What follows belongs to an exercise in optimizing a design on an open flow for small area, a short achievable clock period and few clock cycles per item; a production flow would make more cautious choices. Where RTL was checked, it was by simulation tests only, not by an equivalence proof against the original. Power and IR drop assume default switching activity.

==> flow/design.v (excerpt) <==
module systolic_array_controller (
	input clk,
	input rst_n,
	input [3:0] a11, a12, a21, a22,
	input [3:0] b11, b12, b21, b22,
	input in_valid,
	output logic [8:0] c11, c12, c21, c22,
	output logic out_valid
);
logic v_q;
always_ff @(posedge clk or negedge rst_n) begin
	if (~rst_n) {out_valid, v_q} <= 2'b00;
	else        {out_valid, v_q} <= {v_q, in_valid};
end
wire [14:0] c11_m; logic [14:0] c11_q;
assign c11_m[0] = ~(a11[0] & b11[0]);
assign c11_m[1] = ~(a12[0] & b21[0]);
assign c11_m[2] = ~(a12[1] & b21[0]);
wire c11_k0, c11_s1, c11_k1, c11_s2, c11_k2, c11_k3, c11_s4, c11_k4, c11_s5, c11_k5, c11_s6, c11_k6, c11_s7, c11_k7, c11_s9, c11_k9, c11_s10, c11_k10, c11_k11, c11_s13, c11_k13, c11_s14;
fa3f c11_u0 (.a(~(a11[0] & b11[1])), .b(~(a11[1] & b11[0])), .c(~(a12[0] & b21[1])), .s(c11_m[3]), .co(c11_k0));
fa3f c11_u1 (.a(~(a11[0] & b11[2])), .b(~(a11[1] & b11[1])), .c(~(a11[2] & b11[0])), .s(c11_s1), .co(c11_k1));
fa3f c11_u2 (.a(~(a12[0] & b21[2])), .b(~(a12[1] & b21[1])), .c(~(a12[2] & b21[0])), .s(c11_s2), .co(c11_k2));
fa3f c11_u3 (.a(c11_k0), .b(c11_s1), .c(c11_s2), .s(c11_m[4]), .co(c11_k3));
  ...
clock: 5.0 ns
lec_check: 0
cap_margin: 20
core_margin: 2
core_utilization: 75
cts_buf_list: sky130_fd_sc_hd__clkbuf_8
slew_margin: 20
synth_hierarchical: 1
synth_minimum_keep_size: 0
standard.sh (not shown) runs the stock make flow with config.mk's settings and CLKGATE_MAP_FILE= SYNTH_SCRIPT=/design/flow/synth_recipe.tcl, a recipe that flattens the netlist after the stock synthesis.
==> flow/flow/run.sh <==
#!/bin/bash
# Own layout flow: the standard layout (standard.sh), with smaller port
# buffers than the resizer's default choice: sky130_fd_sc_hd__buf_4 on the inputs
# (each drives eight gates) and, through flow/ports.tcl after global placement,
# sky130_fd_sc_hd__buf_1 on the outputs.
# make's full output (yosys, openroad, ...) goes to make_finish.log here; ORFS
# keeps each step's own log under orfs/logs/.
set -euo pipefail
export BUFFER_PORTS_ARGS="-buffer_cell sky130_fd_sc_hd__buf_4"
export POST_GLOBAL_PLACE_TCL="$PWD/flow/ports.tcl"
bash standard.sh finish > make_finish.log 2>&1
==> flow/flow/ports.tcl <==
# Runs after global placement (POST_GLOBAL_PLACE_TCL).  buffer_ports gave every
# port a sky130_fd_sc_hd__buf_4; the output ports' buffers only drive the pin
# load, so they become sky130_fd_sc_hd__buf_1 (detailed placement legalizes).
set n 0
foreach inst [[ord::get_db_block] getInsts] {
  if {[string match "output*" [$inst getName]] && [[$inst getMaster] getName] eq "sky130_fd_sc_hd__buf_4"} {
    replace_cell [$inst getName] sky130_fd_sc_hd__buf_1
    incr n
  }
}
puts "ports.tcl: $n output buffers are now sky130_fd_sc_hd__buf_1"
The first run passed the timing, design-rule and antenna checks.
Testbench counts at the start, summed over its fixed seeds: cycles 1,216, items 1,200.
Rerun with:
==> flow/flow/run.sh (replaced) <==
#!/bin/bash
# Own layout flow: the standard layout (standard.sh), with smaller port
# buffers than the resizer's default choice: sky130_fd_sc_hd__buf_4 on the inputs
# (each drives eight gates) and, through flow/ports.tcl after global placement,
# sky130_fd_sc_hd__buf_1 on the outputs; and a clock tree of smaller buffers.
# make's full output (yosys, openroad, ...) goes to make_finish.log here; ORFS
# keeps each step's own log under orfs/logs/.
set -euo pipefail
export BUFFER_PORTS_ARGS="-buffer_cell sky130_fd_sc_hd__buf_4"
export POST_GLOBAL_PLACE_TCL="$PWD/flow/ports.tcl"
# clock tree: sky130_fd_sc_hd__clkbuf_8 at the root, sky130_fd_sc_hd__clkbuf_4 below,
# with the leaf clusters kept small enough for the clock-pin slew limit
export CTS_ARGS="-sink_clustering_enable -repair_clock_nets -root_buf sky130_fd_sc_hd__clkbuf_8 -buf_list sky130_fd_sc_hd__clkbuf_4 -sink_buffer_max_cap_derate 0.5"
bash standard.sh finish > make_finish.log 2>&1
CORE_UTILIZATION = 65   (was 75)
Sequential share of layout area is about the same.
Worst hold slack is worse by 9.6 ps.
Flip-flop and latch count stays the same.
Setup slack gets better by 4.9 ps.
First-iteration DRC count falls by 52%.
Combinational power stays flat.
Register-to-register slack improved by 20 ps.
Via count fell by 1.9%.
Maximum frequency hardly moves.
Synthesized cell count is unchanged.
Wire length went down by 7.6%.
Rerun with:
==> flow/flow/run.sh (replaced) <==
#!/bin/bash
# Own layout flow: the standard layout (standard.sh), with smaller port
# buffers than the resizer's default choice: sky130_fd_sc_hd__buf_4 on the inputs
# (each drives eight gates) and, through flow/ports.tcl after global placement,
# sky130_fd_sc_hd__buf_1 on the outputs.
# make's full output (yosys, openroad, ...) goes to make_finish.log here; ORFS
# keeps each step's own log under orfs/logs/.
set -euo pipefail
export BUFFER_PORTS_ARGS="-buffer_cell sky130_fd_sc_hd__buf_4"
export POST_GLOBAL_PLACE_TCL="$PWD/flow/ports.tcl"
bash standard.sh finish > make_finish.log 2>&1
PLACE_DENSITY = 0.85   (was default)
The new run finished clean.
Via count goes down slightly.
Core utilization barely changes.
First-iteration DRC count decreases by roughly a tenth.
Maximum frequency shrinks by a few percent.
Synthesized area stays the same.
Design area is about the same.
Count of clock-buffer cells in the layout stays the same.
Global-route usage came out higher by 0.69 points.
Routed wire length grows by a little under a tenth.

---

Another version of the RTL of systolic_array_controller (not shown whole).
For scale: about 450 cells after synthesis, about 110 flip-flops.
Settings: LEC_CHECK=0, CAP_MARGIN=20, CORE_MARGIN=2, CORE_UTILIZATION=65, CTS_BUF_LIST=sky130_fd_sc_hd__clkbuf_8, SLEW_MARGIN=20, SYNTH_HIERARCHICAL=1, SYNTH_MINIMUM_KEEP_SIZE=0; clock period 5.0 ns.
==> flow/flow/run.sh <==
#!/bin/bash
# Own layout flow: the standard layout (standard.sh), with the port buffers
# made from sky130_fd_sc_hd__buf_1 instead of the resizer's default choice.
# make's full output (yosys, openroad, ...) goes to make_finish.log here; ORFS
# keeps each step's own log under orfs/logs/.
set -euo pipefail
export BUFFER_PORTS_ARGS="-buffer_cell sky130_fd_sc_hd__buf_1"
bash standard.sh finish > make_finish.log 2>&1
Next try:
- CORE_UTILIZATION: 65 -> 40
- CTS_BUF_LIST: sky130_fd_sc_hd__clkbuf_8 -> default
- The new run completed without violations
- setup slack gets better by 18 ps
- wire length grows by 5.4%
- clock-buffer cell count rose by 3
- clock skew is about the same
- global-route usage came out lower by 8.1 points
- utilization decreases by 27 points
- synthesized cell count does not change
- power rose by 7.9%
- area after synthesis does not change
Next try:
- CORE_UTILIZATION: 40 -> 80
Effect: Worst setup slack degrades by 130 ps. Power falls by a few percent. First-iteration DRC count rises by well over a third.
No functional check of the RTL was part of any run of this note.

==> what the ideal ports hide <==
How much do the figures lean on ideal ports? The routed layouts below were timed once more, with nothing changed but the port constraints. Step 1 assumes that a clkbuf_16 drives the clock port and a buf_2 every other input. Step 2 times the ports against the registers' clock, not the clock port: input delays grow and output delays shrink by t, the midpoint of the rising clock arrivals with the driver on. Slacks: ideal / step 1 / step 2; pairs: ideal / step 1.
| run | t, ns | slack for setup (ns) | hold WS [ns] | worst setup path after step 2 | worst register clock-pin slew, ns |
|---|---|---|---|---|---|
| the first run of note 1 | 0.388 | 2.831 / 2.838 / 2.450 | 0.381 / 0.381 / 0.381 | input to register | 0.10 / 0.10 |
| the second run of note 1 | 0.387 | 2.836 / 2.842 / 2.455 | 0.371 / 0.371 / 0.371 | input to register | 0.10 / 0.10 |
| the third run of note 1 | 0.393 | 2.736 / 2.748 / 2.355 | 0.357 / 0.357 / 0.357 | input to register | 0.11 / 0.11 |
| the first run of note 2 | 0.402 | 2.325 / 2.325 / 2.325 | 0.365 / 0.365 / 0.365 | register to register | 0.10 / 0.10 |
| the second run of note 2 | 0.387 | 2.342 / 2.342 / 2.331 | 0.364 / 0.364 / 0.364 | input to register | 0.07 / 0.07 |
| the third run of note 2 | 0.402 | 2.213 / 2.213 / 2.204 | 0.367 / 0.367 / 0.367 | input to register | 0.10 / 0.10 |
After both steps every run listed still meets setup and hold.
